Source: an optimization exercise on an open RTL-to-GDS flow (aim: small area, a short achievable clock period and few clock cycles). Production flows keep margins and buffers that such runs may drop. RTL that was checked went through simulation tests only; none was proved equivalent to the original. No functional check of the RTL was part of runs 3 to 5. Power and IR drop assume default switching activity.

File: flow/flow/run.sh
#!/bin/bash
# Standard ORFS layout (the standard.sh, unchanged synthesis), with extra
# settings appended to config.mk: repair_timing aims for a tighter setup slack,
# and the port buffers are plain buffers.
set -e
cat flow/extra.mk >> config.mk
bash standard.sh > standard.log 2>&1
File: flow/flow/extra.mk
export SETUP_SLACK_MARGIN = 7.2
export TNS_END_PERCENT = 20
export BUFFER_PORTS_ARGS = -buffer_cell sky130_fd_sc_hd__buf_4
File: flow/standard.sh
#!/bin/bash
# synth_recipe.tcl (not shown) runs the flow's synth.tcl, then flattens the netlist and writes it again
# the make line also repeats each setting of config.mk as NAME=value (left out here)
make -C /OpenROAD-flow-scripts/flow DESIGN_CONFIG=/design/flow/config.mk WORK_HOME=/design/flow/orfs CLKGATE_MAP_FILE= SYNTH_SCRIPT=/design/flow/synth_recipe.tcl "${@:-finish}"
File: flow/config.mk
export PLATFORM = sky130hd
export DESIGN_NAME = CPU
export DESIGN_NICKNAME = CPU
export VERILOG_FILES = /design/flow/design.v
export SDC_FILE = /design/flow/constraint.sdc
export NUM_CORES = 4
export LEC_CHECK = 0
export ABC_CLOCK_PERIOD_IN_PS = 2800
export CAP_MARGIN = 20
export CORE_MARGIN = 2
export CORE_UTILIZATION = 65
export CTS_BUF_LIST = sky130_fd_sc_hd__clkbuf_8 sky130_fd_sc_hd__clkbuf_16
export CTS_CLUSTER_DIAMETER = 60
export CTS_CLUSTER_SIZE = 30
export PLACE_DENSITY = 0.75
export SLEW_MARGIN = 20
export SETUP_SLACK_MARGIN = 7.2
export TNS_END_PERCENT = 20
export BUFFER_PORTS_ARGS = -buffer_cell sky130_fd_sc_hd__buf_4
File: flow/constraint.sdc
create_clock -name core_clock -period 10.0 [get_ports {clk}]
set_input_delay 2.0000 -clock core_clock [delete_from_list [all_inputs] [get_ports {clk}]]
set_output_delay 2.0000 -clock core_clock [all_outputs]
set_load 0.01 [all_outputs]
File: flow/design.v
`timescale 1ns/1ns
module CPU (input clk, rst,
            input ld_we, input [4:0] ld_addr, input [7:0] ld_data,
            output st_valid, output [4:0] st_addr, output [7:0] st_data);
  reg [7:0] mem [0:31];
  reg [7:0] stk [0:31];
  reg [4:0] pc, pc1;            
  reg       e_pop;              
  reg       e_jz;               
  reg       e_add, e_sub, e_and;
  reg       r_dn, r_up;         
  reg       t_md, t_nmd, t_s1, t_ns1, t_alu, t_nalu, t_ns0, t_s0;   
  reg       u_ns0, u_alu;       
  reg [4:0] ra;                 
  reg       wen;
  reg [4:0] wa;
  reg [7:0] wd;
  wire [7:0] s0 = stk[0];
  wire [7:0] s1 = stk[1];
  wire [7:0] s2 = stk[2];
  wire taken = e_jz & (s0 == 8'd0);
  assign st_valid = e_pop;
  assign st_addr  = wa;
  assign st_data  = wd;
  always @(posedge clk) begin
    if (wen)
      mem[wa] <= wd;
  end
  wire [7:0] f0 = mem[pc];
  wire [7:0] f1 = mem[pc1];
  wire hit0 = wen & (wa == pc);
  wire hit1 = wen & (wa == pc1);
  wire [2:0] o0 = f0[7:5];
  wire [2:0] o1 = f1[7:5];
  wire [4:0] a0 = f0[4:0];
  wire [4:0] a1 = f1[4:0];
  wire i0_push = o0 == 3'b100;
  wire i0_pop  = o0 == 3'b101;
  wire i0_not  = o0 == 3'b011;
  wire i0_alu  = ~o0[2] & ~(o0[1] & o0[0]);
  wire i0_jmp  = o0 == 3'b110;
  wire i0_jz   = o0 == 3'b111;
  wire i1_push = o1 == 3'b100;
  wire i1_not  = o1 == 3'b011;
  wire i1_jmp  = o1 == 3'b110;
  wire hz   = (i0_pop & (a0[4:3] == pc1[4:3])) | hit1;
  wire x0   = i0_pop | i0_alu | i0_not;
  wire p_j  = ~i0_jmp & i1_jmp & ~hz;          
  wire p_p  = x0 & i1_push & ~hz;              
  wire p_n  = (x0 | i0_push) & i1_not & ~hz;   
  wire same = a0 == a1;                        
  wire n_a0 = i0_jmp;
  wire n_a1 = p_j;
  wire n_p2 = p_p | p_n;
  wire n_p1 = ~i0_jmp & ~p_j & ~p_p & ~p_n;
  wire [4:0] pc2 = pc1 + 5'd1;
  wire [4:0] pc3 = pc1 + 5'd2;
  wire [4:0] a0i = a0 + 5'd1;
  wire [4:0] a1i = a1 + 5'd1;
  always @(posedge clk, posedge rst) begin
    if (rst) begin
      pc  <= 5'd0;
      pc1 <= 5'd1;
      {e_pop, e_jz, r_dn, r_up, u_ns0, u_alu} <= 6'd0;
      {t_md, t_nmd, t_s1, t_ns1, t_alu, t_nalu, t_ns0} <= 7'd0;
      t_s0 <= 1'b1;
    end else if (taken | hit0) begin
      if (taken) begin
        pc  <= wa;
        pc1 <= wa + 5'd1;
      end
      {e_pop, e_jz, r_dn, r_up, u_ns0, u_alu} <= 6'd0;
      {t_md, t_nmd, t_s1, t_ns1, t_alu, t_nalu, t_ns0} <= 7'd0;
      t_s0 <= 1'b1;
    end else begin
      pc  <= ({5{n_a0}} & a0) | ({5{n_a1}} & a1) | ({5{n_p2}} & pc2) | ({5{n_p1}} & pc1);
      pc1 <= ({5{n_a0}} & a0i) | ({5{n_a1}} & a1i) | ({5{n_p2}} & pc3) | ({5{n_p1}} & pc2);
      e_pop  <= i0_pop;
      e_jz   <= i0_jz;
      r_dn   <= i0_push | (i0_not & p_p);
      r_up   <= (i0_pop | i0_alu) & ~p_p;
      u_ns0  <= i0_not & p_p;
      u_alu  <= i0_alu & p_p;
      t_md   <= (i0_push & ~p_n) | (p_p & ~(i0_pop & same));
      t_nmd  <= i0_push & p_n;
      t_s1   <= i0_pop & ~p_p & ~p_n;
      t_ns1  <= i0_pop & p_n;
      t_alu  <= i0_alu & ~p_p & ~p_n;
      t_nalu <= i0_alu & p_n;
      t_ns0  <= i0_not & ~p_p & ~p_n;
      t_s0   <= i0_jmp | i0_jz | (i0_not & p_n) | (p_p & i0_pop & same);
    end
  end
  always @(posedge clk) begin
    e_add <= o0[1:0] == 2'b00;
    e_sub <= o0[1:0] == 2'b01;
    e_and <= o0[1:0] == 2'b10;
    ra    <= p_p ? a1 : a0;
  end
  wire [7:0] md   = mem[ra];
  wire [7:0] sum  = s0 + s1;
  wire [7:0] diff = ~(~s0 + s1);           
  wire [7:0] alu  = ({8{e_add}} & sum) | ({8{e_sub}} & diff) | ({8{e_and}} & (s0 & s1));
  wire [7:0] top_n = ({8{t_md}}   & md)
                   | ({8{t_nmd}}  & ~md)
                   | ({8{t_s1}}   & s1)
                   | ({8{t_ns1}}  & ~s1)
                   | ({8{t_alu}}  & alu)
                   | ({8{t_nalu}} & ~alu)
                   | ({8{t_ns0}}  & ~s0)
                   | ({8{t_s0}}   & s0);
  always @(posedge clk) begin
    wen <= ld_we | (~rst & ~taken & ~hit0 & i0_pop);
    wa  <= ld_we ? ld_addr : a0;
    wd  <= ld_we ? ld_data : top_n;
  end
  integer k;
  always @(posedge clk, posedge rst) begin
    if (rst) begin
      for (k = 0; k < 32; k = k + 1)
        stk[k] <= 8'd0;
    end else begin
      stk[0] <= top_n;
      if (r_dn)
        stk[1] <= u_ns0 ? ~s0 : s0;
      else if (r_up)
        stk[1] <= s2;
      else if (u_alu)
        stk[1] <= alu;
      for (k = 2; k < 32; k = k + 1)
        if (r_dn)
          stk[k] <= stk[k-1];
        else if (r_up)
          stk[k] <= stk[(k+1) % 32];
    end
  end
endmodule
==> run notes, run 1 <==
max-slew violations=0; placed cells=around 2.8k; r2r setup slk=around 6.7 ns; Layout Cells excl Fill=about 3k; TritonCTS Buffers=38; Power per Cell Area=~370 nW/µm²; DRT Pass-1 Iters=6; crit path kind=flip-flop to flip-flop; syn avg cell area=~13 µm²; detailed-route wire length per cell=27.1 µm; initial antenna violation count=0; CTS tree=yes; Vias=approximately 21k; hold slack=between 0.5 and 0.6 ns; CTS Buffer Depth=3; Synth area leaders=edfxtp_1 26%, dfrtp_1 24%, mux2i_1 14%, mux4_2 12%, o21ai_0 4.7%; # fillers=~2.8k; H-tree depth=2; Die Area=46800 µm²; most common cell after layout, fill and taps aside=mux2i_1; Remaining DRCs=0; Setup-failing EPs final=0; Worst Hold Path Cells=2; Primary FF master, synth=dfrtp_1; core area=~44000 µm²; Syn Std Cell Area=29300 µm²; port bufs=29; Pint=7.31 mW; Reg-to-Reg End=pc1[3]; Synth top area share=26.2%; Hold Crit Start=stk[23][4]; clock power share=13.9%; critical path arrival=between 3 and 4 ns; final wirelength=just over 80 mm; total power=around 12 mW; Least-Margin Pin Slew=1.25 ns; Clock Sink Count=558; Final Net Count=~2.4k; Mapped Cells=2335; Worst path slowest cell=dfrtp_4; final hold vios=0; CTS clk-pin slew, worst paths=roughly 0.080 ns; critical-path maximum fanout=7; Yosys Warn Count=2; die width=216 µm; Area after DPL=29800 µm²; Final Cycle Share=between 30% and 40%; Hold-fix buffers, CTS=0; vias per cell=6.84; status=finished clean; area leader, netlist=edfxtp_1; first-pass GRT wire length=between 100 and 150 mm; r2r worst-path depth=15; Net Sw Frac=between 40% and 50%; FF-to-FF Start=pc[0]; Starting Density=between 60% and 70%; hpwl dp=about 50 mm; Fmax=roughly 300 MHz; row cnt=77; post-synthesis cell type count=74; clock root cell=clkbuf_16; maxcap violations=0; I/O pin cnt=30; sequential share of the synthesized area=between 50% and 60%; Req. time, crit path=between 10 and 15 ns; Final ANT Viol Nets=0; Congestion Overflow GR=0; GRT Util Overall=a little over a third; P_leak=about 13 nW; share of layout cells above drive strength 1=around 25%; worst hold path type=flip-flop to flip-flop; Worst Hold End=stk[24][4]; net count after synthesis=2376; Reg power frac=between 30% and 40%; worst path cell trace=buf_6, buf_16, buf_12, mux2i_1, a22oi_1, a21oi_2, nor4_4, buf_6, xnor2_4, a31oi_4, nor3b_4, buf_4, a221oi_2, o22ai_1, o21bai_1; Skew-Pair Late Insertion Delay=0.62 ns; Rel. slew slack=16.2%; CP max stage delay=about 0.52 ns; DR iter-0 viols=approximately 2.6k; number of global-route vias before repair=a little over 20k; Max VDD drop=0.000299 V; chip height=approximately 220 µm; setup TNS=0 ns; switching pwr=5.16 mW; largest net degree at the start of global routing=between 200 and 300; Final min period=about 3.3 ns; Placer Congestion=a little under 1; CP endpoint kind=flip-flop; clk_skew=0.0401 ns; # diodes=0; EDFF count, synth=256; Layout Area Growth over Synthesis=16.0%; asr flop ratio synth=around 50%; CP Launch Type=flip-flop; most frequent cells in the layout=392 x mux2i_1, 289 x nand2_1, 266 x dfrtp_1, 265 x o21ai_0, 256 x edfxtp_1; Final Instance Area=~34000 µm²; combinational share of power=between 50% and 60%; #FFs+latches synth=~560; cell mode on critical path=buf_6; RSZ-0062 raised after global routing=yes
## worst max path at each step
stage	cells after the start	to	start
after floorplan	1	e_jz	rst
after global placement	11	pc[2]	pc[0]
after detailed placement	10	pc1[2]	pc1[0]
after CTS	2	st_data[7]	wd[7]
after global routing	14	pc1[0]	pc[0]
final	15	pc1[3]	pc[0]
## layer usage
metal | vias to the layer above | GRT usage (%) | wire length (µm)
li1 | 8901 | - | -
met1 | 10242 | 45.6 | 30300
met2 | 1221 | 56.0 | 38200
met3 | 354 | 8.46 | 7890
met4 | 0 | 19.0 | 5580
met5 | - | 0 | 0
## final cells by class
class	count	area, µm²	share of cell area, %
sequential	558	15200	44.8
multi-input combinational	1566	13800	40.7
clock inverter	31	399	1.17
clock buffer	39	976	2.87
tap	592	741	2.18
timing repair buffer	208	2700	7.94
inverter	35	135	0.398
## sequential cells by signal, summed over array words and instances, names as in the netlist, 5 cells and up, named ones only
register / count
stk: 256
wa: 5
mem: 256
wd: 8
pc: 5
pc1: 5
## critical path, delay by kind of cell, from the launching register on
family,cells,cell delay (ns)
AO/OA/AOI/OAI,6,1.03
buffers and inverters,5,0.80
AND/OR/NAND/NOR,2,0.67
flip-flops,1,0.52
multiplexers,1,0.12
XOR/XNOR,1,0.09
## cells in the mapped netlist (4+ instances only)
master / count
and2_1: 5
dfxtp_1: 22
a31oi_1: 5
o221ai_1: 11
or3_1: 4
nand3b_1: 4
ha_1: 23
o211ai_1: 7
nor2_1: 92
mux2_2: 11
nand2_1: 291
inv_1: 32
mux2i_1: 406
clkbuf_1: 102
a21oi_1: 53
a221oi_1: 10
buf_4: 12
buf_6: 11
nor4_1: 4
nand3_1: 12
o21bai_1: 7
buf_2: 16
nor3_1: 9
edfxtp_1: 256
dfrtp_1: 278
mux4_2: 160
a211oi_1: 7
xnor2_1: 25
o21ai_0: 277
nand4_1: 9
nor2b_1: 10
nand2b_1: 7
xor2_1: 18
a22oi_1: 39
o221a_2: 5
buf_1: 32
o22ai_1: 7
## what timing repair did
| action | 4_1_cts | 5_1_grt |
|---|---|---|
| gates resized for setup | 239 | 38 |
| endpoints found under the setup margin | 270 | 259 |
| pin swaps | 55 | 19 |
| cloned | 24 | 2 |
| buffers inserted | 110 | 8 |
| endpoints found under the hold margin | 0 | 0 |
## power by group through the flow
stage | clock network (mW) | registers (mW) | logic, mW
2_1_floorplan | 0 | 3.50 | 3.87
3_3_place_gp | 0 | 3.85 | 4.74
3_5_place_dp | 0 | 3.88 | 4.83
4_1_cts | 1.76 | 3.73 | 6.64
5_1_grt | 1.84 | 3.82 | 7.29
6_report | 1.73 | 3.76 | 6.99
## cells by family (layout without fill, tap and decap cells)
kind of cell               Yosys count  count (layout)  synth area share (%)
DFF                                558             558                  51.7
adders and majority gates           25              25                  1.12
and+or+nand+nor                    465             466                  6.86
AOI/OAI and AO/OA                  453             453                  9.01
buffers and inverters              212             313                  3.32
muxes                              579             579                  26.8
xor gates and xnor gates            43              43                  1.29
## through the flow
stage	util [%]	setup WS [ns]
floorplan	-	4.29
global placement	67.1	5.61
detailed placement	67.1	5.54
CTS	76.1	6.75
global route	76.7	6.66
finish	76.7	6.69
Testbench counts, summed over its fixed seeds: cycles 15,319.
==> inputs of run 2 (changes only) <==
--- a/flow/config.mk
+++ b/flow/config.mk
@@ -9,9 +9,9 @@
 export CAP_MARGIN = 20
 export CORE_MARGIN = 2
-export CORE_UTILIZATION = 65
+export CORE_UTILIZATION = 60
 export CTS_BUF_LIST = sky130_fd_sc_hd__clkbuf_8 sky130_fd_sc_hd__clkbuf_16
 export CTS_CLUSTER_DIAMETER = 60
 export CTS_CLUSTER_SIZE = 30
-export PLACE_DENSITY = 0.75
+export PLACE_DENSITY = 0.7
 export SLEW_MARGIN = 20
 export SETUP_SLACK_MARGIN = 7.2
==> run notes, run 2 <==
crit path kind=flip-flop to flip-flop; TritonCTS Buffers=just over 40; worst setup margin=approximately 6.7 ns; setup TNS=0 ns; Skew-Pair Late Insertion Delay=0.62 ns; Max VDD drop=between 0.0002 and 0.0003 V; H-tree depth=2; vias per cell=between 6 and 7; sequential share of the synthesized area=51.7%; WL met2=approximately 36 mm; placed cells=about 2.8k; Remaining DRCs=0; chip height=225 µm; worst hold path type=flip-flop to flip-flop; pre-CTS setup slack=around 5.6 ns; final wirelength=78.2 mm; Rel. slew slack=17.5%; r2r worst-path depth=13; Congestion Overflow GR=0; Power per Cell Area=361 nW/µm²; WL met3=7.46 mm; Vias=~20k; CP endpoint kind=flip-flop; first-pass GRT wire length=~120 mm; Die Area=between 50000 and 60000 µm²; #FFs+latches synth=around 560; clk_skew=around 0.021 ns; Yosys Warn Count=2; net count after synthesis=roughly 2.4k; EDFF count, synth=256; final hold vios=0; hpwl dp=between 40 and 50 mm; max-slew violations=0; P_leak=about 13 nW; asr flop ratio synth=approximately half; Mapped Cells=2335; Least-Margin Pin Slew=around 1.2 ns; post-synthesis cell type count=74; final core occ=70.3%; WL met1=29.9 mm; I/O pin cnt=30; area leader, netlist=edfxtp_1; Placer Congestion=0.908; initial antenna violation count=1; Layout Cells excl Fill=approximately 3.0k; CTS clk-pin slew, worst paths=roughly 0.090 ns; CTS Buffer Depth=3; Final Instance Area=about 34000 µm²; multi-input logic area=around 14000 µm²; core area=~48000 µm²; # diodes=0; Syn Std Cell Area=between 20000 and 30000 µm²; Worst Hold Path Cells=2; most common cell after layout, fill and taps aside=mux2i_1; top post-synthesis cells by count=406 x mux2i_1, 291 x nand2_1, 278 x dfrtp_1, 277 x o21ai_0, 256 x edfxtp_1; most frequent cells in the layout=402 x mux2i_1, 289 x nand2_1, 268 x o21ai_0, 266 x dfrtp_1, 256 x edfxtp_1; critical-path maximum fanout=5; Fmax=~300 MHz; Final ANT Viol Nets=0; Layout Area Growth over Synthesis=15.1%; RSZ-0062 raised after global routing=yes; Synth area leaders=edfxtp_1 26%, dfrtp_1 24%, mux2i_1 14%, mux4_2 12%, o21ai_0 4.7%; CP Launch Type=flip-flop; Synth top area share=about a quarter; clock root cell=clkbuf_16; Starting Density=between 60% and 70%; Req. time, crit path=approximately 11 ns; row cnt=80; status=finished clean; DR iter-0 viols=roughly 2.4k; Reg area=roughly 15000 µm²; die width=between 200 and 250 µm; Final min period=around 3.3 ns; share of layout cells above drive strength 1=between 20% and 30%; syn avg cell area=roughly 13 µm²; Final Cycle Share=around a third; GRT Util Overall=about a third; port bufs=29; largest net degree at the start of global routing=between 150 and 200; DRT Pass-1 Iters=5; CTS tree=yes; detailed-route wire length per cell=~26 µm; Final Net Count=~2.4k; Setup-failing EPs final=0; Area after DPL=a little under 30000 µm²; Clock Sink Count=about 560; Primary FF master, synth=dfrtp_1; critical path arrival=3.82 ns; number of global-route vias before repair=~20k; most common cell in the netlist=mux2i_1; maxcap violations=0; # fillers=between 3k and 4k; uppermost layer routed=met5; Top Registers=mem: 256 flops, stk: 256 flops, wd: 8 flops
## run 2: cell counts after synthesis
No cell type changed its count.
## run 2: per-layer routing
metal	GRT usage, %	vias up
met3	6.53	273
met2	49.9	1135
met1	41.5	10105
li1	-	8902
met5	0	-
met4	15.8	2
## run 2: final timing paths
kind	start	endpoint	slack (ns)
hold reg to reg	stk[14][1]	stk[15][1]	0.51
setup / recovery	pc1[0]	pc[1]	6.69
min in group asynchronous	rst	u_ns0	1.61
hold / removal	stk[14][1]	stk[15][1]	0.51
setup reg to reg	pc1[0]	pc[1]	6.69
max in group asynchronous	rst	stk[12][1]	7.09
## run 2: timing repair
action | 4_1_cts | 5_1_grt
endpoints found under the setup margin | 284 | 275
buffers inserted | 98 | 10
pin swaps | 37 | 18
gates resized for setup | 199 | 22
endpoints found under the hold margin | 0 | 0
hold buffers | 0 | 0
gates cloned | 21 | 0
## run 2: report_power, final
group          switching [mW]  internal [mW]  leakage (nW)
registers               0.573           3.12          6.24
logic                    3.43           3.20          6.42
clock network           0.986          0.868         0.733
total                    4.99           7.19          13.4
## run 2: critical path: stages (launching register included)
cell      delay (ns)
dfstp_4         0.70
buf_12          0.16
mux4_2          0.50
mux2i_1         0.16
o211ai_1        0.18
buf_4           0.20
buf_4           0.12
o211ai_1        0.15
o22ai_2         0.12
a211o_1         0.36
buf_4           0.17
o21ai_1         0.16
a211oi_2        0.08
o22ai_1         0.14
## run 2: per-stage QoR
| step | power [mW] | hold slack [ns] |
|---|---|---|
| after floorplan | 7.38 | 0.467 |
| after global placement | 8.51 | 0.486 |
| after detailed placement | 8.63 | 0.490 |
| after CTS | 11.9 | 0.510 |
| after global routing | 12.7 | 0.531 |
| final | 12.2 | 0.509 |
## run 2: final cells by class
type | count | area share [%]
multi-input combinational | 1566 | 40.4
clock inverter | 35 | 1.41
sequential | 558 | 45.1
inverter | 35 | 0.404
tap | 615 | 2.28
clock buffer | 41 | 3.04
timing repair buffer | 193 | 7.36
## run 2: cells by family (layout without fill, tap and decap cells)
kind of cell | Yosys count | in the layout | share of synthesized area, %
multiplexers | 579 | 579 | 26.8
buffers and inverters | 212 | 304 | 3.32
XOR/XNOR | 43 | 43 | 1.29
AND/OR/NAND/NOR | 465 | 466 | 6.86
flip-flops | 558 | 558 | 51.7
adder cells (fa/ha/maj) | 25 | 25 | 1.12
AO/OA/AOI/OAI | 453 | 453 | 9.01
==> inputs of run 3 (changes only) <==
--- a/flow/design.v
+++ b/flow/design.v
@@ -44,4 +44,6 @@
   wire i1_not  = o1 == 3'b011;
   wire i1_jmp  = o1 == 3'b110;
+  wire i1_pop  = o1 == 3'b101;
+  wire i1_alu  = ~o1[2] & ~(o1[1] & o1[0]);
   wire hz   = (i0_pop & (a0[4:3] == pc1[4:3])) | hit1;
   wire x0   = i0_pop | i0_alu | i0_not;
@@ -49,9 +51,10 @@
   wire p_p  = x0 & i1_push & ~hz;              
   wire p_n  = (x0 | i0_push) & i1_not & ~hz;   
+  wire p_z  = i0_jz & (i1_push | i1_alu | i1_not) & ~hit1;   
   wire same = a0 == a1;                        
   wire n_a0 = i0_jmp;
   wire n_a1 = p_j;
-  wire n_p2 = p_p | p_n;
-  wire n_p1 = ~i0_jmp & ~p_j & ~p_p & ~p_n;
+  wire n_p2 = p_p | p_n | p_z;
+  wire n_p1 = ~i0_jmp & ~p_j & ~p_p & ~p_n & ~p_z;
   wire [4:0] pc2 = pc1 + 5'd1;
   wire [4:0] pc3 = pc1 + 5'd2;
@@ -78,36 +81,52 @@
       e_pop  <= i0_pop;
       e_jz   <= i0_jz;
-      r_dn   <= i0_push | (i0_not & p_p);
-      r_up   <= (i0_pop | i0_alu) & ~p_p;
-      u_ns0  <= i0_not & p_p;
-      u_alu  <= i0_alu & p_p;
-      t_md   <= (i0_push & ~p_n) | (p_p & ~(i0_pop & same));
-      t_nmd  <= i0_push & p_n;
-      t_s1   <= i0_pop & ~p_p & ~p_n;
-      t_ns1  <= i0_pop & p_n;
-      t_alu  <= i0_alu & ~p_p & ~p_n;
-      t_nalu <= i0_alu & p_n;
-      t_ns0  <= i0_not & ~p_p & ~p_n;
-      t_s0   <= i0_jmp | i0_jz | (i0_not & p_n) | (p_p & i0_pop & same);
+      if (p_z) begin
+        r_dn   <= i1_push;
+        r_up   <= i1_alu;
+        u_ns0  <= 1'b0;
+        u_alu  <= 1'b0;
+        t_md   <= i1_push;
+        t_nmd  <= 1'b0;
+        t_s1   <= 1'b0;
+        t_ns1  <= 1'b0;
+        t_alu  <= i1_alu;
+        t_nalu <= 1'b0;
+        t_ns0  <= i1_not;
+        t_s0   <= 1'b0;
+      end else begin
+        r_dn   <= i0_push | (i0_not & p_p);
+        r_up   <= (i0_pop | i0_alu) & ~p_p;
+        u_ns0  <= i0_not & p_p;
+        u_alu  <= i0_alu & p_p;
+        t_md   <= (i0_push & ~p_n) | (p_p & ~(i0_pop & same));
+        t_nmd  <= i0_push & p_n;
+        t_s1   <= i0_pop & ~p_p & ~p_n;
+        t_ns1  <= i0_pop & p_n;
+        t_alu  <= i0_alu & ~p_p & ~p_n;
+        t_nalu <= i0_alu & p_n;
+        t_ns0  <= i0_not & ~p_p & ~p_n;
+        t_s0   <= i0_jmp | i0_jz | (i0_not & p_n) | (p_p & i0_pop & same);
+      end
     end
   end
   always @(posedge clk) begin
-    e_add <= o0[1:0] == 2'b00;
-    e_sub <= o0[1:0] == 2'b01;
-    e_and <= o0[1:0] == 2'b10;
-    ra    <= p_p ? a1 : a0;
+    e_add <= (p_z ? o1[1:0] : o0[1:0]) == 2'b00;
+    e_sub <= (p_z ? o1[1:0] : o0[1:0]) == 2'b01;
+    e_and <= (p_z ? o1[1:0] : o0[1:0]) == 2'b10;
+    ra    <= (p_p | p_z) ? a1 : a0;
   end
+  wire nt = ~taken;
   wire [7:0] md   = mem[ra];
   wire [7:0] sum  = s0 + s1;
   wire [7:0] diff = ~(~s0 + s1);           
   wire [7:0] alu  = ({8{e_add}} & sum) | ({8{e_sub}} & diff) | ({8{e_and}} & (s0 & s1));
-  wire [7:0] top_n = ({8{t_md}}   & md)
-                   | ({8{t_nmd}}  & ~md)
-                   | ({8{t_s1}}   & s1)
-                   | ({8{t_ns1}}  & ~s1)
-                   | ({8{t_alu}}  & alu)
-                   | ({8{t_nalu}} & ~alu)
-                   | ({8{t_ns0}}  & ~s0)
-                   | ({8{t_s0}}   & s0);
+  wire [7:0] top_n = ({8{t_md & nt}}   & md)
+                   | ({8{t_nmd & nt}}  & ~md)
+                   | ({8{t_s1 & nt}}   & s1)
+                   | ({8{t_ns1 & nt}}  & ~s1)
+                   | ({8{t_alu & nt}}  & alu)
+                   | ({8{t_nalu & nt}} & ~alu)
+                   | ({8{t_ns0 & nt}}  & ~s0)
+                   | ({8{t_s0 | taken}} & s0);
   always @(posedge clk) begin
     wen <= ld_we | (~rst & ~taken & ~hit0 & i0_pop);
@@ -122,14 +141,14 @@
     end else begin
       stk[0] <= top_n;
-      if (r_dn)
+      if (r_dn & nt)
         stk[1] <= u_ns0 ? ~s0 : s0;
-      else if (r_up)
+      else if (r_up & nt)
         stk[1] <= s2;
       else if (u_alu)
         stk[1] <= alu;
       for (k = 2; k < 32; k = k + 1)
-        if (r_dn)
+        if (r_dn & nt)
           stk[k] <= stk[k-1];
-        else if (r_up)
+        else if (r_up & nt)
           stk[k] <= stk[(k+1) % 32];
     end
--- a/flow/config.mk
+++ b/flow/config.mk
@@ -9,9 +9,9 @@
 export CAP_MARGIN = 20
 export CORE_MARGIN = 2
-export CORE_UTILIZATION = 60
+export CORE_UTILIZATION = 70
 export CTS_BUF_LIST = sky130_fd_sc_hd__clkbuf_8 sky130_fd_sc_hd__clkbuf_16
 export CTS_CLUSTER_DIAMETER = 60
 export CTS_CLUSTER_SIZE = 30
-export PLACE_DENSITY = 0.7
+export PLACE_DENSITY = 0.8
 export SLEW_MARGIN = 20
 export SETUP_SLACK_MARGIN = 7.2
==> run notes, run 3 <==
status=complete, but fails checks; violated checks=max-capacitance violations, max-slew violations; Rel. slew slack=-9.07%; Final Cycle Share=around two fifths; CTS clk-pin slew, worst paths=~0.1 ns; Starting Density=between 70% and 80%; # fillers=between 2k and 2.5k; die width=roughly 210 µm; Least-Margin Pin Slew=about 1.6 ns; Placer Congestion=between 1 and 1.5; crit path kind=flip-flop to flip-flop; hpwl dp=47.8 mm; row cnt=74; Vias=~24k; Synth area leaders=edfxtp_1 26%, dfrtp_1 24%, mux4_2 14%, nand2_1 7.0%, a31oi_1 5.3%; Layout Area Growth over Synthesis=16.3%; critical path arrival=~4.5 ns; GR Util met3=around 11%; EDFF count, synth=about 260; Primary FF master, synth=dfrtp_1; hold slack=approximately 0.52 ns; FF-to-FF Start=pc[1]; grt met2 use=around three fifths; P_leak=roughly 13 nW; clock root cell=clkbuf_16; Fmax=around 250 MHz; Critical Path Start=pc[1]; Remaining DRCs=0; Yosys Warn Count=2; Reg-to-Reg End=pc[3]; RSZ-0062 raised after global routing=yes; Power per Cell Area=around 430 nW/µm²; Syn Std Cell Area=just under 30000 µm²; asr flop ratio synth=roughly half; most common cell in the netlist=nand2_1; clk_skew=0.0352 ns; CP top delay family=multiplexers; share of layout cells above drive strength 1=about a quarter; most frequent cells in the layout=537 x nand2_1, 299 x nor2_1, 269 x dfrtp_1, 256 x edfxtp_1, 246 x a31oi_1; maxcap violations=2; Congestion Overflow GR=0; critical-path maximum fanout=6; Final Net Count=approximately 2.7k; TritonCTS Buffers=37; DRT Pass-1 Iters=10; GRT Max-Usage Layer=met2; GRT met1 Usage=just over 50%; worst path cell trace=buf_12, buf_16, mux4_2, mux4_2, mux2i_4, buf_6, nor2_4, or2_4, a31oi_4, nand2_4, buf_4, buf_6, a21oi_1, o21ai_0, a21oi_1; initial antenna violation count=1; post-synthesis cell type count=77; port bufs=29; placed cells=2998; core area=between 40000 and 50000 µm²; Clock Sink Count=approximately 560; Final ANT Viol Nets=0; most common cell after layout, fill and taps aside=nand2_1; detailed-route wire length per cell=between 20 and 30 µm; CP endpoint=pc[3]; largest net degree at the start of global routing=~230; CTS Buffer Depth=3; Worst path slowest cell=dfrtp_4; CP bufs+invs=5; total power=between 10 and 15 mW; Top Registers=mem: 256 flops, stk: 256 flops, wd: 8 flops; max-slew violations=18; Skew-Pair Late Insertion Delay=0.62 ns; vias per cell=roughly 7.5; first-pass GRT wire length=130 mm; area leader, netlist=edfxtp_1; I/O pin cnt=30; DR iter-0 viols=around 4.6k; Final min period=roughly 3.9 ns; sequential share of the synthesized area=a little over 50%; CP Launch Type=flip-flop; number of global-route vias before repair=approximately 22k; net count after synthesis=2643; WP depth=15; CP max stage delay=approximately 0.56 ns; Max VDD drop=between 0.0002 and 0.0003 V; worst hold path type=flip-flop to flip-flop; H-tree depth=2; setup TNS=0 ns; #FFs+latches synth=558; Mapped Cells=between 2k and 3k; r2r worst-path depth=15; final hold vios=0; Die Area=roughly 43000 µm²; Setup-failing EPs final=0; GRT Util Overall=roughly two fifths; chip height=between 200 and 250 µm; Synth top area share=26.3%; Layout Cells excl Fill=between 3k and 4k; syn avg cell area=approximately 11 µm²; final wirelength=~94 mm; CP endpoint kind=flip-flop; Req. time, crit path=roughly 11 ns; top post-synthesis cells by count=543 x nand2_1, 317 x nor2_1, 278 x dfrtp_1, 256 x edfxtp_1, 246 x a31oi_1; CTS tree=yes; Hold-fix buffers, CTS=0; r2r setup slk=6.08 ns
[run 3: kinds of logic (layout without fill, tap and decap cells)]
group	count (synthesis)	count (layout)	synth area share [%]
simple gates	950	953	13.0
flops	558	558	51.9
compound gates	464	464	10.5
mux	319	319	18.6
buf+inv	241	344	3.59
xor+xnor	45	45	1.35
fa+ha+maj	25	25	1.12
other cells	0	4	0
[run 3: cell type report]
class                      count  area [µm²]  share of cell area [%]
antenna                        4        10.0                  0.0295
timing repair buffer         242        2880                    8.48
multi-input combinational   1806       13700                    40.2
clock buffer                  40        1000                    2.95
clock inverter                28         398                    1.17
sequential                   558       15200                    44.8
tap                          532         666                    1.96
inverter                      34         134                   0.394
[run 3: worst min-delay path: stages, from the launching register on]
cell and delay [ns]:
dfrtp_1 0.37, nand2_1 0.06, o21ai_0 0.06
[run 3: where the power goes]
| part | internal, mW | switching, mW | total, mW |
|---|---|---|---|
| Sequential | 3.35 | 0.758 | 4.11 |
| Combinational | 3.83 | 4.79 | 8.62 |
| Clock | 0.804 | 0.956 | 1.76 |
[run 3: worst min-delay path by stage]
stage,startpoint,end,depth (start not counted)
after floorplan,stk[31][5],stk[31][5],2
after global placement,stk[31][5],stk[31][5],2
after detailed placement,stk[31][5],stk[31][5],2
after CTS,stk[31][5],stk[31][5],2
after global routing,stk[31][5],stk[31][5],2
final,stk[31][5],stk[31][5],2
[run 3: through the flow]
step / area (µm²) / setup WS (ns) / util (%)
global placement: 29500 / 4.81 / 72.0
CTS: 33000 / 6.64 / 80.4
detailed placement: 29500 / 4.76 / 72.0
floorplan: 29200 / 4.29 / -
finish: 33900 / 6.08 / 82.8
global route: 33900 / 6.16 / 82.7
[run 3: layer usage]
| metal | vias up | share of wire (%) |
|---|---|---|
| li1 | 9730 | - |
| met1 | 11650 | 32 |
| met2 | 2128 | 45 |
| met3 | 712 | 14 |
| met4 | 2 | 8.9 |
| met5 | - | 0.049 |
[run 3: timing repair]
action / in CTS / in global routing
pin swaps: 38 / 44
setup buffers: 91 / 58
setup endpoints to repair: 310 / 434
gates resized for setup: 180 / 85
cloned: 18 / 6
==> inputs of run 4 (changes only) <==
--- a/flow/config.mk
+++ b/flow/config.mk
@@ -9,9 +9,9 @@
 export CAP_MARGIN = 20
 export CORE_MARGIN = 2
-export CORE_UTILIZATION = 70
+export CORE_UTILIZATION = 60
 export CTS_BUF_LIST = sky130_fd_sc_hd__clkbuf_8 sky130_fd_sc_hd__clkbuf_16
 export CTS_CLUSTER_DIAMETER = 60
 export CTS_CLUSTER_SIZE = 30
-export PLACE_DENSITY = 0.8
+export PLACE_DENSITY = 0.7
 export SLEW_MARGIN = 20
 export SETUP_SLACK_MARGIN = 7.2
==> run notes, run 4 <==
placed cells=approximately 3.1k; r2r setup slk=around 6.5 ns; Placer Congestion=between 0.9 and 1; Req. time, crit path=~10 ns; #FFs+latches synth=~560; final wirelength=83.1 mm; Primary FF master, synth=dfrtp_1; share of layout cells above drive strength 1=about 22%; TritonCTS Buffers=42; Remaining DRCs=0; hpwl dp=48.6 mm; CTS Buffer Depth=3; Final Instance Area=33500 µm²; worst path cell trace=buf_12, buf_12, mux4_2, mux4_2, mux2i_4, nand2b_4, nor2_4, nor3b_4, o21ai_4, nand2_4, nor2_4, a2111oi_4, o22ai_1; Synth Area in Compound Gates=around a tenth; CP endpoint kind=flip-flop; Yosys Warn Count=2; vias per cell=6.74; final hold vios=0; post-synthesis cell type count=77; Final ANT Viol Nets=0; port bufs=29; max-slew violations=0; die width=roughly 220 µm; Area after DPL=between 20000 and 30000 µm²; Die Area=~50000 µm²; maxcap violations=0; Mapped Cells=2602; chip height=between 200 and 250 µm; # diodes=0; Synth top area share=26.3%; asr flop ratio synth=50.2%; CP top delay family=multiplexers; row cnt=80; Final Cycle Share=roughly a third; syn avg cell area=about 11 µm²; RSZ-0062 raised after global routing=yes; core area=47800 µm²; Synth area leaders=edfxtp_1 26%, dfrtp_1 24%, mux4_2 14%, nand2_1 7.0%, a31oi_1 5.3%; clk_skew=0.0387 ns; setup TNS=0 ns; CP bufs+invs=2; Worst path slowest cell=mux4_2; crit path kind=flip-flop to flip-flop; most common cell after layout, fill and taps aside=nand2_1; number of global-route vias before repair=21.0k; Starting Density=61.0%; Setup-failing EPs final=0; net count after synthesis=~2.6k; Power per Cell Area=approximately 400 nW/µm²; Vias=22.2k; Final Net Count=2686; clock root cell=clkbuf_16; DRT Pass-1 Iters=6; Rel. slew slack=17.4%; area leader, netlist=edfxtp_1; sequential share of the synthesized area=about half; I/O pin cnt=30; most common cell in the netlist=nand2_1; first-pass GRT wire length=125 mm; CTS clk-pin slew, worst paths=roughly 0.090 ns; hold slack=about 0.54 ns; worst hold path type=flip-flop to flip-flop; Fmax=between 200 and 300 MHz; most frequent cells in the layout=536 x nand2_1, 313 x nor2_1, 269 x dfrtp_1, 256 x edfxtp_1, 245 x a31oi_1; Clock Sink Count=approximately 560; H-tree depth=2; CP max stage delay=roughly 0.55 ns; Simple-Gate Fraction of Synth Area=between 10% and 20%; Hold-fix buffers, CTS=0; Least-Margin Pin Slew=~1.2 ns; post-synthesis xor/xnor area fraction=under 10%; post-synthesis mux area share=between 10% and 20%; Top Registers=mem: 256 flops, stk: 256 flops, wd: 8 flops; Max VDD drop=0.000213 V; Post-Synth Adder-Cell Area=about 1.1%; Congestion Overflow GR=0; Syn Std Cell Area=29200 µm²; largest net degree at the start of global routing=166; top post-synthesis cells by count=543 x nand2_1, 317 x nor2_1, 278 x dfrtp_1, 256 x edfxtp_1, 246 x a31oi_1; status=finished clean; Final min period=about 3.5 ns; Skew-Pair Late Insertion Delay=around 0.62 ns; P_leak=~13 nW; Layout Cells excl Fill=about 3.3k; GRT Util Overall=around 33%; DR iter-0 viols=around 2.8k; initial antenna violation count=0; critical-path maximum fanout=7; main combinational cell family by area after synthesis=multiplexers; CP Launch Type=flip-flop; CTS tree=yes; critical path arrival=around 4.0 ns; Layout Area Growth over Synthesis=14.9%; detailed-route wire length per cell=~25 µm; EDFF count, synth=between 200 and 300
## run 4: cell counts after synthesis
Identical to the previous run, type by type.
## run 4: report_power, final
part | switching (mW) | leakage (nW) | internal (mW) | total (mW)
clock | 0.954 | 0.715 | 0.837 | 1.79
sequential | 0.766 | 5.83 | 3.35 | 4.11
combinational | 4.22 | 6.63 | 3.58 | 7.80
## run 4: stage by stage
| stage | setup WS (ns) | utilization [%] | total power, mW |
|---|---|---|---|
| after detailed placement | 5.05 | 61.9 | 10.1 |
| after CTS | 6.64 | 68.2 | 13.0 |
| final | 6.53 | 70.1 | 13.7 |
| after global placement | 5.14 | 61.9 | 9.89 |
| after floorplan | 4.29 | - | 8.55 |
| after global routing | 6.48 | 70.1 | 14.4 |
## run 4: layer usage
metal / track usage [%] / up-vias / routed length, µm
li1: - / 9648 / -
met1: 44.4 / 11051 / 31600
met2: 52.1 / 1258 / 39600
met3: 5.41 / 240 / 8030
met4: 14.1 / 0 / 3850
met5: 0 / - / 0
## run 4: kinds of logic after synthesis
group	after synthesis
compound gates	464
simple gates	950
buf+inv	241
fa+ha+maj	25
flops	558
mux	319
xor+xnor	45
## run 4: final cells by class
class	count	area, µm²
clock buffers	42	1050
clock inverters	36	394
fillers	3346	14300
inverters	34	131
multi-input cells	1807	13500
flip-flops and latches	558	15200
well taps	615	769
repair buffers	202	2500
## run 4: timing repair
item                       4_1_cts  5_1_grt
setup endpoints to repair      543      529
buffers inserted                63       46
pin swaps                       26       26
cloned                          15       10
resized for setup              130       79
## run 4: path summary, 6_finish.rpt
kind | start | to | depth (start not counted)
setup / recovery | pc[1] | pc[2] | 13
hold reg to reg | stk[31][5] | stk[31][5] | 2
min in group asynchronous | rst | stk[15][5] | 2
hold / removal | stk[31][5] | stk[31][5] | 2
max in group asynchronous | rst | stk[12][3] | 4
setup reg to reg | pc[1] | pc[2] | 13
## run 4: worst min-delay path, stage by stage, from the launching register on
cell     delay (ns)
dfrtp_1        0.38
nand2_1        0.06
o21ai_0        0.07
==> inputs of run 5 (changes only) <==
--- a/flow/design.v
+++ b/flow/design.v
@@ -53,8 +53,9 @@
   wire p_z  = i0_jz & (i1_push | i1_alu | i1_not) & ~hit1;   
   wire same = a0 == a1;                        
-  wire n_a0 = i0_jmp;
-  wire n_a1 = p_j;
-  wire n_p2 = p_p | p_n | p_z;
-  wire n_p1 = ~i0_jmp & ~p_j & ~p_p & ~p_n & ~p_z;
+  wire pairable = ((x0 & i1_push) | ((x0 | i0_push) & i1_not) | (i0_jz & (i1_push | i1_alu | i1_not)));
+  wire [4:0] seq_pc  = i1_jmp ? a1  : pairable ? pc2 : pc1;
+  wire [4:0] seq_pc1 = i1_jmp ? a1i : pairable ? pc3 : pc2;
+  wire [4:0] npc  = i0_jmp ? a0  : hz ? pc1 : seq_pc;
+  wire [4:0] npc1 = i0_jmp ? a0i : hz ? pc2 : seq_pc1;
   wire [4:0] pc2 = pc1 + 5'd1;
   wire [4:0] pc3 = pc1 + 5'd2;
@@ -77,6 +78,6 @@
       t_s0 <= 1'b1;
     end else begin
-      pc  <= ({5{n_a0}} & a0) | ({5{n_a1}} & a1) | ({5{n_p2}} & pc2) | ({5{n_p1}} & pc1);
-      pc1 <= ({5{n_a0}} & a0i) | ({5{n_a1}} & a1i) | ({5{n_p2}} & pc3) | ({5{n_p1}} & pc2);
+      pc  <= npc;
+      pc1 <= npc1;
       e_pop  <= i0_pop;
       e_jz   <= i0_jz;
==> run notes, run 5 <==
Layout Area Growth over Synthesis=15.8%; first-pass GRT wire length=between 100 and 150 mm; CTS Buffer Depth=3; RSZ-0062 raised after global routing=yes; TritonCTS Buffers=between 40 and 50; Least-Margin Pin Slew=around 1.2 ns; setup TNS=0 ns; critical-path maximum fanout=15; area leader, netlist=edfxtp_1; Req. time, crit path=around 10 ns; Die Area=between 50000 and 60000 µm²; DRT Pass-1 Iters=6; max-slew violations=0; uppermost layer routed=met4; most common cell after layout, fill and taps aside=nand2_1; WL met2=40.1 mm; Placer Congestion=between 0.9 and 1; placed cells=around 3.1k; core area=about 50000 µm²; Mapped Cells=about 2.7k; hpwl dp=50.3 mm; Fmax=~280 MHz; Setup-failing EPs final=0; row cnt=81; clk_skew=0.0220 ns; initial antenna violation count=1; sequential share of the synthesized area=51.4%; cell mode on critical path=buf_6; I/O pin cnt=30; post-synthesis cell type count=84; clock root cell=clkbuf_16; port bufs=29; maxcap violations=0; Rel. slew slack=22.7%; final wirelength=about 86 mm; Vias=roughly 23k; GRT Util Overall=32.9%; die width=~230 µm; largest net degree at the start of global routing=roughly 120; Primary FF master, synth=dfrtp_1; DR iter-0 viols=3250; CP max stage delay=between 0.6 and 0.7 ns; most common cell in the netlist=nand2_1; critical path arrival=roughly 4.0 ns; CTS clk-pin slew, worst paths=approximately 0.090 ns; chip height=approximately 230 µm; Power per Cell Area=411 nW/µm²; WL met1=31.8 mm; Max VDD drop=0.000241 V; EDFF count, synth=around 260; syn avg cell area=around 11 µm²; Final ANT Viol Nets=0; CTS tree=yes; worst path cell trace=inv_2, mux4_2, mux2_4, buf_6, nand3_4, o31ai_4, a21o_4, buf_6, a22o_1, a221oi_2, o21ai_1; WL met3=roughly 8.9 mm; Hold-fix buffers, CTS=0; #FFs+latches synth=between 500 and 600; most frequent cells in the layout=544 x nand2_1, 301 x nor2_1, 273 x dfrtp_1, 256 x edfxtp_1, 248 x a31oi_1; Starting Density=around 60%; Remaining DRCs=0; share of layout cells above drive strength 1=around 22%; status=finished clean; Final Cycle Share=35.2%; Final min period=~3.5 ns; worst hold path type=flip-flop to flip-flop; Top Registers=mem: 256 flops, stk: 256 flops, wd: 8 flops; CP endpoint kind=flip-flop; detailed-route wire length per cell=roughly 26 µm; Clock Sink Count=between 500 and 600; Layout Cells excl Fill=approximately 3.4k; Synth top area share=26.1%; Skew-Pair Late Insertion Delay=roughly 0.62 ns; P_leak=roughly 13 nW; # diodes=0; Worst path slowest cell=dfrtp_2; Final Net Count=2748; vias per cell=about 6.8; Yosys Warn Count=2; CP Launch Type=flip-flop; number of global-route vias before repair=between 20k and 25k; Congestion Overflow GR=0; # fillers=around 3.4k; asr flop ratio synth=between 50% and 60%; crit path kind=flip-flop to flip-flop; Synth area leaders=edfxtp_1 26%, dfrtp_1 24%, mux4_2 13%, nand2_1 7.0%, a31oi_1 5.3%; Syn Std Cell Area=around 29000 µm²; top post-synthesis cells by count=552 x nand2_1, 320 x nor2_1, 278 x dfrtp_1, 256 x edfxtp_1, 249 x a31oi_1; final hold vios=0; net count after synthesis=roughly 2.7k; H-tree depth=2
run 5: through the flow:
stage | hold slack (ns) | setup WS [ns] | instance area, µm² | utilization [%] | power [mW]
6_report | 0.491 | 6.48 | 34100 | 70.0 | 14.0
5_1_grt | 0.520 | 6.48 | 34100 | 70.0 | 14.7
4_1_cts | 0.495 | 6.59 | 33200 | 68.2 | 13.3
3_5_place_dp | 0.475 | 5.03 | 29900 | 61.5 | 10.1
3_3_place_gp | 0.471 | 5.10 | 29900 | 61.4 | 9.96
2_1_floorplan | 0.450 | 4.29 | 29400 | - | 8.57
run 5: path summary, 6_finish.rpt:
| kind | endpoint | slack [ns] | cells after the start | start |
|---|---|---|---|---|
| worst max-delay path | pc[4] | 6.48 | 11 | pc[4] |
| worst min-delay path | stk[31][5] | 0.49 | 2 | stk[31][5] |
| worst max register to register | pc[4] | 6.48 | 11 | pc[4] |
| worst min register to register | stk[31][5] | 0.49 | 2 | stk[31][5] |
| max in group asynchronous | stk[12][4] | 7.23 | 3 | rst |
| min in group asynchronous | pc1[4] | 1.47 | 2 | rst |
run 5: critical path, delay by kind of cell, from the launching register on:
kind	cells	cell delay, ns
flip-flops	1	0.62
multiplexers	2	0.97
buffers and inverters	3	0.86
AO/OA/AOI/OAI	5	0.85
AND/OR/NAND/NOR	1	0.09
run 5: area by class of cell:
class / count / area [µm²] / share of cell area [%]
flip-flops and latches: 558 / 15200 / 44.6
multi-input cells: 1868 / 13900 / 40.9
repair buffers: 200 / 2360 / 6.93
clock buffers: 49 / 1230 / 3.60
well taps: 622 / 778 / 2.28
clock inverters: 37 / 453 / 1.33
inverters: 31 / 123 / 0.360
repair inverters: 1 / 5.00 / 0.0147
run 5: repair_timing:
item,in CTS,in global routing
buffers inserted,70,42
gates cloned,11,10
setup endpoints to repair,501,387
gates resized for setup,159,80
pin swaps,39,21
run 5: layer usage:
metal  GRT usage (%)  vias to the layer above
met2            52.0                     1368
met5               0                        -
met4            17.8                        0
met3            6.58                      329
met1            43.1                    11362
li1                -                     9900
run 5: cell families (layout without fill, tap and decap cells):
group	Yosys count	in the layout	synth area share, %
AO/OA/AOI/OAI	481	481	10.8
adder cells (fa/ha/maj)	26	26	1.16
multiplexers	317	317	18.1
buffers and inverters	236	318	3.45
flip-flops	558	558	51.4
AND/OR/NAND/NOR	999	1002	13.8
XOR/XNOR	42	42	1.25
run 5: report_power, final:
| group | leakage [nW] | internal [mW] | switching (mW) |
|---|---|---|---|
| Sequential | 5.84 | 3.35 | 0.774 |
| Combinational | 6.72 | 3.59 | 4.29 |
| Clock | 0.827 | 0.994 | 1.00 |
| Total | 13.4 | 7.94 | 6.06 |
==> inputs of run 6 (changes only) <==
--- a/flow/design.v
+++ b/flow/design.v
@@ -27,6 +27,8 @@
       mem[wa] <= wd;
   end
-  wire [7:0] f0 = mem[pc];
-  wire [7:0] f1 = mem[pc1];
+  wire [7:0] fe = mem[{pc1[4:1], 1'b0}];
+  wire [7:0] fodd = mem[{pc[4:1], 1'b1}];
+  wire [7:0] f0 = pc[0] ? fodd : fe;
+  wire [7:0] f1 = pc[0] ? fe : fodd;
   wire hit0 = wen & (wa == pc);
   wire hit1 = wen & (wa == pc1);
==> flow/flow/extra.mk (replaced) <==
export SETUP_SLACK_MARGIN = 7.2
export TNS_END_PERCENT = 5
export BUFFER_PORTS_ARGS = -buffer_cell sky130_fd_sc_hd__buf_4
--- a/flow/config.mk
+++ b/flow/config.mk
@@ -16,4 +16,4 @@
 export SLEW_MARGIN = 20
 export SETUP_SLACK_MARGIN = 7.2
-export TNS_END_PERCENT = 20
+export TNS_END_PERCENT = 5
 export BUFFER_PORTS_ARGS = -buffer_cell sky130_fd_sc_hd__buf_4
==> run notes, run 6 <==
status=finished clean; Yosys Warn Count=2; Hold Crit Start=stk[31][0]; total power=between 10 and 15 mW; Setup-failing EPs final=0; I/O pin cnt=30; asr flop ratio synth=50.2%; port bufs=29; sequential share of the synthesized area=between 50% and 60%; area leader, netlist=edfxtp_1; Power per Cell Area=just over 400 nW/µm²; CTS clk-pin slew, worst paths=0.09 ns; Max VDD drop=0.000266 V; largest net degree at the start of global routing=between 150 and 200; Starting Density=between 60% and 70%; DRT Pass-1 Iters=5; most common cell after layout, fill and taps aside=nand2_1; critical path arrival=approximately 3.8 ns; Req. time, crit path=between 10 and 15 ns; Die Area=between 40000 and 50000 µm²; Synth area leaders=edfxtp_1 28%, dfrtp_1 25%, mux4_2 10%, nand2_1 7.3%, a31oi_1 5.7%; CP endpoint kind=flip-flop; Worst Hold End=stk[30][0]; die width=approximately 220 µm; GRT Util Overall=33.3%; share of layout cells above drive strength 1=between 20% and 30%; Layout Area Growth over Synthesis=14.1%; Congestion Overflow GR=0; clk_skew=0.0268 ns; FF-to-FF Start=pc[3]; Reg-to-Reg End=pc1[2]; clock root cell=clkbuf_16; detailed-route wire length per cell=~25 µm; Fmax=roughly 300 MHz; Final Net Count=2577; crit path kind=flip-flop to flip-flop; syn avg cell area=11.0 µm²; CP Launch Type=flip-flop; critical-path maximum fanout=5; final wirelength=~79 mm; Placer Congestion=~0.97; Clock Sink Count=558; initial antenna violation count=2; Vias=between 20k and 25k; top post-synthesis cells by count=539 x nand2_1, 344 x nor2_1, 278 x dfrtp_1, 256 x edfxtp_1, 253 x a31oi_1; Syn Std Cell Area=roughly 28000 µm²; Rel. slew slack=~18%; DR iter-0 viols=just under 3k; post-synthesis cell type count=between 80 and 90; core area=45400 µm²; max-slew violations=0; Final Cycle Share=33.9%; Mapped Cells=2509; chip height=approximately 220 µm; vias per cell=between 6 and 7; net count after synthesis=~2.6k; maxcap violations=0; CTS Buffer Depth=3; Top Registers=mem: 256 flops, stk: 256 flops, wd: 8 flops; r2r worst-path depth=13; worst hold path type=flip-flop to flip-flop; Synth top area share=approximately 28%; first-pass GRT wire length=roughly 120 mm; H-tree depth=2; most frequent cells in the layout=533 x nand2_1, 331 x nor2_1, 269 x dfrtp_1, 256 x edfxtp_1, 250 x a31oi_1; most common cell in the netlist=nand2_1; final hold vios=0; # fillers=~3.2k; Hold-fix buffers, CTS=0; # diodes=0; hpwl dp=between 40 and 50 mm; CTS tree=yes; P_leak=about 12 nW; Remaining DRCs=0; Primary FF master, synth=dfrtp_1; number of global-route vias before repair=around 20k; row cnt=just under 80; EDFF count, synth=256; Skew-Pair Late Insertion Delay=~0.6 ns; Least-Margin Pin Slew=between 1 and 1.5 ns; #FFs+latches synth=558; final core occ=~70%; TritonCTS Buffers=40; Final min period=3.39 ns; r2r setup slk=between 6 and 7 ns; setup TNS=0 ns; Final ANT Viol Nets=0; Worst Hold Path Cells=2; RSZ-0062 raised after global routing=yes
## run 6: cell types whose count changed in the layout (fill, tap and decap cells not counted), moves of 8 or more
cell	before	now
o21ai_0	34	22
buf_12	21	13
clkbuf_16	56	41
nor2_1	301	331
a22oi_1	35	21
mux4_2	168	122
mux2i_1	113	76
or3_1	2	10
nand2_1	544	533
buf_6	41	13
## run 6: cells by family after synthesis
group                      after synthesis  share of synthesized area, %
xor gates and xnor gates                38                          1.21
adders and majority gates               26                          1.23
DFF                                    558                          54.8
AOI/OAI and AO/OA                      443                          10.8
buffers and inverters                  215                          3.29
and+or+nand+nor                        994                          14.5
muxes                                  235                          14.2
## run 6: routing by layer
layer | share of wire (%) | GRT usage [%]
met1 | 37 | 42.3
met2 | 48 | 54.7
met3 | 8.4 | 5.87
met4 | 6.3 | 18.5
met5 | 0.034 | 0
## run 6: through the flow
step	instance area [µm²]	worst slack [ns]	std cells	hold slack, ns
detailed placement	28300	5.54	3009	0.531
floorplan	27600	4.29	2509	0.514
global route	31500	6.52	3166	0.564
finish	31500	6.61	3166	0.538
global placement	28200	5.58	3008	0.517
CTS	31000	6.68	3143	0.546
## run 6: worst max-delay path: stages (launching register included)
cell and delay (ns):
dfrtp_2 0.46, buf_12 0.15, buf_16 0.14, buf_4 0.15, mux2i_2 0.23, a22oi_2 0.12
and3_4 0.22, or4_4 0.53, a221oi_4 0.39, a21oi_4 0.15, o21a_4 0.19, mux2i_1 0.19
nand3_1 0.15, o311ai_4 0.16
## run 6: worst max-delay path by stage
stage                     slack (ns)    from  cells past startpoint  endpoint
after global routing            6.52  pc1[2]                     11    pc1[1]
final                           6.61   pc[3]                     13    pc1[2]
after CTS                       6.68   pc[3]                     15    pc1[0]
after detailed placement        5.54   pc[3]                      7    pc1[2]
after floorplan                 4.29     rst                      1      e_jz
after global placement          5.58   pc[3]                      7    pc1[2]
## run 6: cell type report
type,instances,area (µm²),share of cell area [%]
clock inverters,31,443,1.41
repair buffers,160,1710,5.42
multi-input cells,1741,12200,38.8
clock buffers,42,1040,3.30
flip-flops and latches,558,15200,48.2
inverters,34,139,0.441
well taps,600,751,2.38
## run 6: where the power goes
part | total [mW] | switching (mW) | leakage, nW | internal (mW)
Combinational | 6.85 | 3.87 | 5.76 | 2.98
Sequential | 4.11 | 0.767 | 5.80 | 3.35
Clock | 1.83 | 0.964 | 0.726 | 0.867
Total | 12.8 | 5.60 | 12.3 | 7.19
## run 6: timing repair
action,in CTS,in global routing
buffers inserted,48,23
setup endpoints to repair,540,497
gates resized for setup,125,66
pin swaps,30,23
cloned,13,0
Testbench counts of run 6, summed over its fixed seeds: cycles 14,781.
==> inputs of run 7 (changes only) <==
==> flow/flow/extra.mk (replaced) <==
export SETUP_SLACK_MARGIN = 7.2
export TNS_END_PERCENT = 20
export BUFFER_PORTS_ARGS = -buffer_cell sky130_fd_sc_hd__buf_4
--- a/flow/config.mk
+++ b/flow/config.mk
@@ -16,4 +16,4 @@
 export SLEW_MARGIN = 20
 export SETUP_SLACK_MARGIN = 7.2
-export TNS_END_PERCENT = 5
+export TNS_END_PERCENT = 20
 export BUFFER_PORTS_ARGS = -buffer_cell sky130_fd_sc_hd__buf_4
==> run notes, run 7 <==
Area after DPL=roughly 28000 µm²; Mapped Cells=~2.5k; net count after synthesis=2551; placed cells=3009; r2r worst-path depth=11; die width=219 µm; main combinational cell family by area after synthesis=simple AND/OR/NAND/NOR gates; pre-CTS setup slack=~5.5 ns; most common cell in the netlist=nand2_1; most frequent cells in the layout=534 x nand2_1, 332 x nor2_1, 269 x dfrtp_1, 256 x edfxtp_1, 250 x a31oi_1; number of global-route vias before repair=20.3k; crit path kind=flip-flop to flip-flop; Congestion Overflow GR=0; row cnt=78; clock power share=about 14%; chip height=about 220 µm; maxcap violations=0; Remaining DRCs=0; Least-Margin Pin Slew=approximately 1.2 ns; Clock Sink Count=approximately 560; clock root cell=clkbuf_16; RSZ-0062 raised after global routing=yes; Setup-failing EPs final=0; multi-input logic area=12200 µm²; CP Launch Type=flip-flop; Primary FF master, synth=dfrtp_1; initial antenna violation count=2; combinational share of power=a little over half; # fillers=around 3.2k; r2r setup slk=6.57 ns; vias per cell=roughly 6.7; most common cell after layout, fill and taps aside=nand2_1; Starting Density=between 60% and 70%; top post-synthesis cells by count=539 x nand2_1, 344 x nor2_1, 278 x dfrtp_1, 256 x edfxtp_1, 253 x a31oi_1; largest net degree at the start of global routing=around 150; final core occ=70.4%; first-pass GRT wire length=between 100 and 150 mm; switching pwr=around 5.7 mW; total power=13.0 mW; Rel. slew slack=approximately 19%; P_leak=12.5 nW; DRT Pass-1 Iters=6; syn avg cell area=approximately 11 µm²; TritonCTS Buffers=40; max-slew violations=0; status=finished clean; I/O pin cnt=30; CTS Buffer Depth=3; GRT Util Overall=between 30% and 40%; Net Sw Frac=43.7%; #FFs+latches synth=558; critical path arrival=between 3 and 4 ns; Final Instance Area=31900 µm²; Final Cycle Share=34.3%; Simple-Gate Fraction of Synth Area=approximately 14%; hpwl dp=47.0 mm; Hold Crit Start=stk[31][0]; Vias=about 21k; CP endpoint kind=flip-flop; hold slack=0.540 ns; Fmax=~290 MHz; Synth area leaders=edfxtp_1 28%, dfrtp_1 25%, mux4_2 10%, nand2_1 7.3%, a31oi_1 5.7%; CTS tree=yes; CTS clk-pin slew, worst paths=roughly 0.09 ns; Max VDD drop=0.000287 V; Synth top area share=between 20% and 30%; detailed-route wire length per cell=approximately 25 µm; asr flop ratio synth=about half; Final ANT Viol Nets=0; H-tree depth=2; Syn Std Cell Area=about 28000 µm²; post-synthesis xor/xnor area fraction=under 10%; core area=45400 µm²; port bufs=29; area leader, netlist=edfxtp_1; Die Area=about 48000 µm²; Req. time, crit path=approximately 10 ns; Hold-fix buffers, CTS=0; final hold vios=0; Placer Congestion=slightly below 1; Post-Synth Adder-Cell Area=~1.2%; Yosys Warn Count=2; EDFF count, synth=around 260; final wirelength=slightly above 80 mm; worst hold path type=flip-flop to flip-flop; Reg power frac=a little under a third; Power per Cell Area=408 nW/µm²; Worst Hold Path Cells=2; Skew-Pair Late Insertion Delay=slightly above 0.6 ns; Final Net Count=approximately 2.6k; sequential share of the synthesized area=roughly 55%; Layout Cells excl Fill=3204; Final min period=around 3.4 ns; setup TNS=0 ns; Pint=about 7.3 mW; Top Registers=mem: 256 flops, stk: 256 flops, wd: 8 flops; post-synthesis cell type count=between 80 and 90; Synth Area in Compound Gates=between 10% and 20%; clk_skew=between 0.03 and 0.04 ns; Reg area=between 15000 and 20000 µm²; DR iter-0 viols=between 3k and 4k; share of layout cells above drive strength 1=21.3%; Reg-to-Reg End=pc1[2]; # diodes=0; post-synthesis mux area share=between 10 and 15%; FF-to-FF Start=pc[4]; Layout Area Growth over Synthesis=15.7%; Worst Hold End=stk[30][0]; worst setup margin=between 6 and 7 ns; critical-path maximum fanout=24
run 7: cell counts after synthesis:
Identical to the previous run, type by type.
run 7: kinds of logic after synthesis:
kind of cell | Yosys count
AND/OR/NAND/NOR | 994
flip-flops | 558
AO/OA/AOI/OAI | 443
multiplexers | 235
buffers and inverters | 215
XOR/XNOR | 38
adder cells (fa/ha/maj) | 26
run 7: repair_timing:
action,in CTS,in global routing
cloned,13,4
resized for setup,127,77
endpoints found under the setup margin,540,497
pin swaps,30,23
buffers inserted,50,55
run 7: worst max path at each step:
stage	start	endpoint	slack [ns]
3_3_place_gp	pc[3]	pc1[2]	5.58
3_5_place_dp	pc[3]	pc1[2]	5.54
5_1_grt	pc1[2]	pc1[0]	6.54
6_report	pc[4]	pc1[2]	6.57
2_1_floorplan	rst	e_jz	4.29
4_1_cts	wd[1]	st_data[1]	6.68
run 7: area by class of cell:
type,count,area share (%)
flip-flops and latches,558,47.6
multi-input cells,1741,38.3
well taps,600,2.35
inverters,34,0.435
clock inverters,31,1.39
repair buffers,198,6.68
clock buffers,42,3.26
run 7: power groups by stage:
stage	registers, mW	clock network [mW]	logic, mW
floorplan	3.86	0	4.29
global placement	4.10	0	5.36
detailed placement	4.14	0	5.51
CTS	4.08	1.85	6.34
global route	4.20	1.93	7.61
finish	4.11	1.83	7.10
run 7: routing by layer:
metal	vias up	track usage, %	share of wire, %
met2	1202	55.0	48
li1	9252	-	-
met3	321	5.83	9.1
met4	4	18.5	6.9
met5	-	0	0.033
met1	10544	42.4	36
run 7: critical path, stage by stage (launching register included):
cell      delay (ns)
dfrtp_1         0.34
buf_4           0.36
nor2b_1         0.42
a22oi_2         0.15
and3_4          0.23
or4_4           0.53
a221oi_4        0.37
a21oi_4         0.15
o21a_4          0.19
mux2i_1         0.18
nand3_1         0.16
o311ai_4        0.18
==> inputs of run 8 (changes only) <==
==> flow/flow/extra.mk (replaced) <==
export SETUP_SLACK_MARGIN = 6.0
export TNS_END_PERCENT = 20
export BUFFER_PORTS_ARGS = -buffer_cell sky130_fd_sc_hd__buf_4
--- a/flow/config.mk
+++ b/flow/config.mk
@@ -15,5 +15,5 @@
 export PLACE_DENSITY = 0.7
 export SLEW_MARGIN = 20
-export SETUP_SLACK_MARGIN = 7.2
+export SETUP_SLACK_MARGIN = 6.0
 export TNS_END_PERCENT = 20
 export BUFFER_PORTS_ARGS = -buffer_cell sky130_fd_sc_hd__buf_4
==> run notes, run 8 <==
status=finished clean; most frequent cells in the layout=537 x nand2_1, 335 x nor2_1, 276 x dfrtp_1, 256 x edfxtp_1, 253 x a31oi_1; critical-path maximum fanout=33; largest net degree at the start of global routing=283; # fillers=~3.4k; number of global-route vias before repair=between 15k and 20k; CP top delay family=flip-flops; Top Registers=mem: 256 flops, stk: 256 flops, wd: 8 flops; Die Area=roughly 48000 µm²; Synth top area share=~28%; Final ANT Viol Nets=0; final hold vios=0; Layout Area Growth over Synthesis=8.31%; #FFs+latches synth=~560; CP endpoint kind=output pin; sequential share of the synthesized area=a little over half; row cnt=between 70 and 80; Synth area leaders=edfxtp_1 28%, dfrtp_1 25%, mux4_2 10%, nand2_1 7.3%, a31oi_1 5.7%; Remaining DRCs=0; Worst path slowest cell=dfxtp_1; Rel. slew slack=21.2%; H-tree depth=2; final wirelength=between 70 and 80 mm; Reg power frac=roughly 36%; CTS tree=yes; CP max stage delay=~1.0 ns; Power per Cell Area=roughly 390 nW/µm²; top post-synthesis cells by count=539 x nand2_1, 344 x nor2_1, 278 x dfrtp_1, 256 x edfxtp_1, 253 x a31oi_1; post-synthesis cell type count=81; Mapped Cells=approximately 2.5k; die width=219 µm; Skew-Pair Late Insertion Delay=roughly 0.60 ns; TritonCTS Buffers=40; # diodes=0; chip height=219 µm; DR iter-0 viols=roughly 2.6k; most common cell after layout, fill and taps aside=nand2_1; Pint=around 6.5 mW; I/O pin cnt=30; syn avg cell area=roughly 11 µm²; GRT Util Overall=just over 30%; asr flop ratio synth=between 50% and 60%; setup TNS=0 ns; clock root cell=clkbuf_16; area leader, netlist=edfxtp_1; port bufs=29; clock power share=roughly 16%; Final min period=between 3 and 4 ns; net count after synthesis=approximately 2.6k; Net Sw Frac=between 40% and 50%; worst hold path type=flip-flop to flip-flop; Max VDD drop=just over 0.0003 V; first-pass GRT wire length=112 mm; RSZ-0062 raised after global routing=no; Vias=20.1k; P_leak=roughly 12 nW; Placer Congestion=slightly below 1; combinational share of power=~50%; most common cell in the netlist=nand2_1; worst path cell trace=buf_4; Congestion Overflow GR=0; DRT Pass-1 Iters=6; detailed-route wire length per cell=23.5 µm; Starting Density=between 60% and 70%; Least-Margin Pin Slew=around 1.2 ns; critical path arrival=between 1.5 and 2 ns; Final Cycle Share=between 30% and 40%; Setup-failing EPs final=0; crit path kind=flip-flop to output pin; CTS clk-pin slew, worst paths=about 0.08 ns; Yosys Warn Count=2; CP bufs+invs=1; max-slew violations=0; core area=about 45000 µm²; total power=between 10 and 15 mW; clk_skew=0.0234 ns; CP Launch Type=flip-flop; share of layout cells above drive strength 1=14.4%; Req. time, crit path=approximately 8 ns; EDFF count, synth=256; initial antenna violation count=1; Fmax=around 260 MHz; maxcap violations=0; Final Net Count=roughly 2.5k; Syn Std Cell Area=about 28000 µm²; vias per cell=6.52; hpwl dp=approximately 47 mm; Clock Sink Count=roughly 560; Primary FF master, synth=dfrtp_1; switching pwr=between 5 and 6 mW; CTS Buffer Depth=3
==> run 8: timing repair <==
action                     4_1_cts  5_1_grt
pin swaps                        2        0
cloned                           2        0
gates resized for setup          5        8
buffers inserted                 3        0
setup endpoints to repair      135       25
hold buffers                     0        0
==> run 8: routing by layer <==
layer | track usage, % | up-vias | part of all wire (%)
met5 | 0.729 | - | 0.087
met4 | 14.8 | 4 | 5.3
met3 | 5.50 | 212 | 8.1
met2 | 51.4 | 858 | 49
met1 | 39.4 | 10046 | 38
li1 | - | 9015 | -
==> run 8: cell families after synthesis <==
group	share of synthesized area (%)
XOR/XNOR	1.21
flip-flops	54.8
adder cells (fa/ha/maj)	1.23
buffers and inverters	3.29
AO/OA/AOI/OAI	10.8
AND/OR/NAND/NOR	14.5
multiplexers	14.2
==> run 8: power groups by stage <==
stage,clock network (mW),registers (mW),logic [mW]
final,1.82,4.12,5.64
after global routing,1.92,4.23,6.18
after CTS,1.85,4.11,5.57
after detailed placement,0,4.14,5.51
after global placement,0,4.10,5.36
after floorplan,0,3.86,4.29
==> run 8: final timing paths <==
path,slack (ns),endpoint,depth (start not counted),start
max in group asynchronous,6.88,stk[20][1],4,rst
worst max-delay path,6.12,st_data[0],1,wd[0]
min in group asynchronous,1.67,e_pop,3,rst
worst max register to register,6.16,flip-flop,10,pc1[2]
worst min register to register,0.54,stk[30][0],2,stk[31][0]
worst min-delay path,0.54,stk[30][0],2,stk[31][0]
==> run 8: stage by stage <==
| step | setup slack, ns | std cells | instance area, µm² | utilization (%) | hold WS, ns |
|---|---|---|---|---|---|
| after floorplan | 4.29 | 2509 | 27600 | - | 0.514 |
| after global placement | 5.58 | 3008 | 28200 | 62.2 | 0.517 |
| after detailed placement | 5.54 | 3009 | 28300 | 62.3 | 0.531 |
| after CTS | 5.94 | 3087 | 29800 | 65.7 | 0.546 |
| after global routing | 6.01 | 3090 | 29900 | 65.9 | 0.561 |
| final | 6.12 | 3090 | 29900 | 65.9 | 0.540 |
==> run 8: cell type report <==
class                           count  area (µm²)  share of cell area, %
Tap cell                          600         751                   2.51
Sequential cell                   558       15100                   50.6
Clock inverter                     31         443                   1.48
Clock buffer                       42        1040                   3.48
Inverter                           34         131                  0.439
Multi-Input combinational cell   1738       11700                   39.0
Timing Repair Buffer               87         726                   2.43

-- re-timing with driven ports --
The flow's constraints put no driver on any port. The routed layouts listed below were extracted and timed again, unchanged, in two steps. Step 1, drivers: a clkbuf_16 drives clk and a buf_2 each remaining input, both assumed. Step 2 times the ports against the registers' clock, not the clock port: input delays grow and output delays shrink by t, the midpoint of the rising clock arrivals with the driver on. a / b / c = ideal ports / drivers / drivers and shift; a / b = the first two.
run	t, ns	setup WS [ns]
run 1	0.665	6.686 / 6.686 / 6.547
run 2	0.665	6.688 / 6.688 / 6.460
run 3	0.668	6.078 / 6.078 / 6.078
run 4	0.659	6.532 / 6.532 / 6.532
run 5	0.665	6.481 / 6.481 / 6.481
run 6	0.653	6.609 / 6.609 / 6.538
run 7	0.661	6.569 / 6.569 / 6.500
run 8	0.650	6.124 / 6.064 / 6.162
The worst setup slack also covers recovery checks on asynchronous resets.
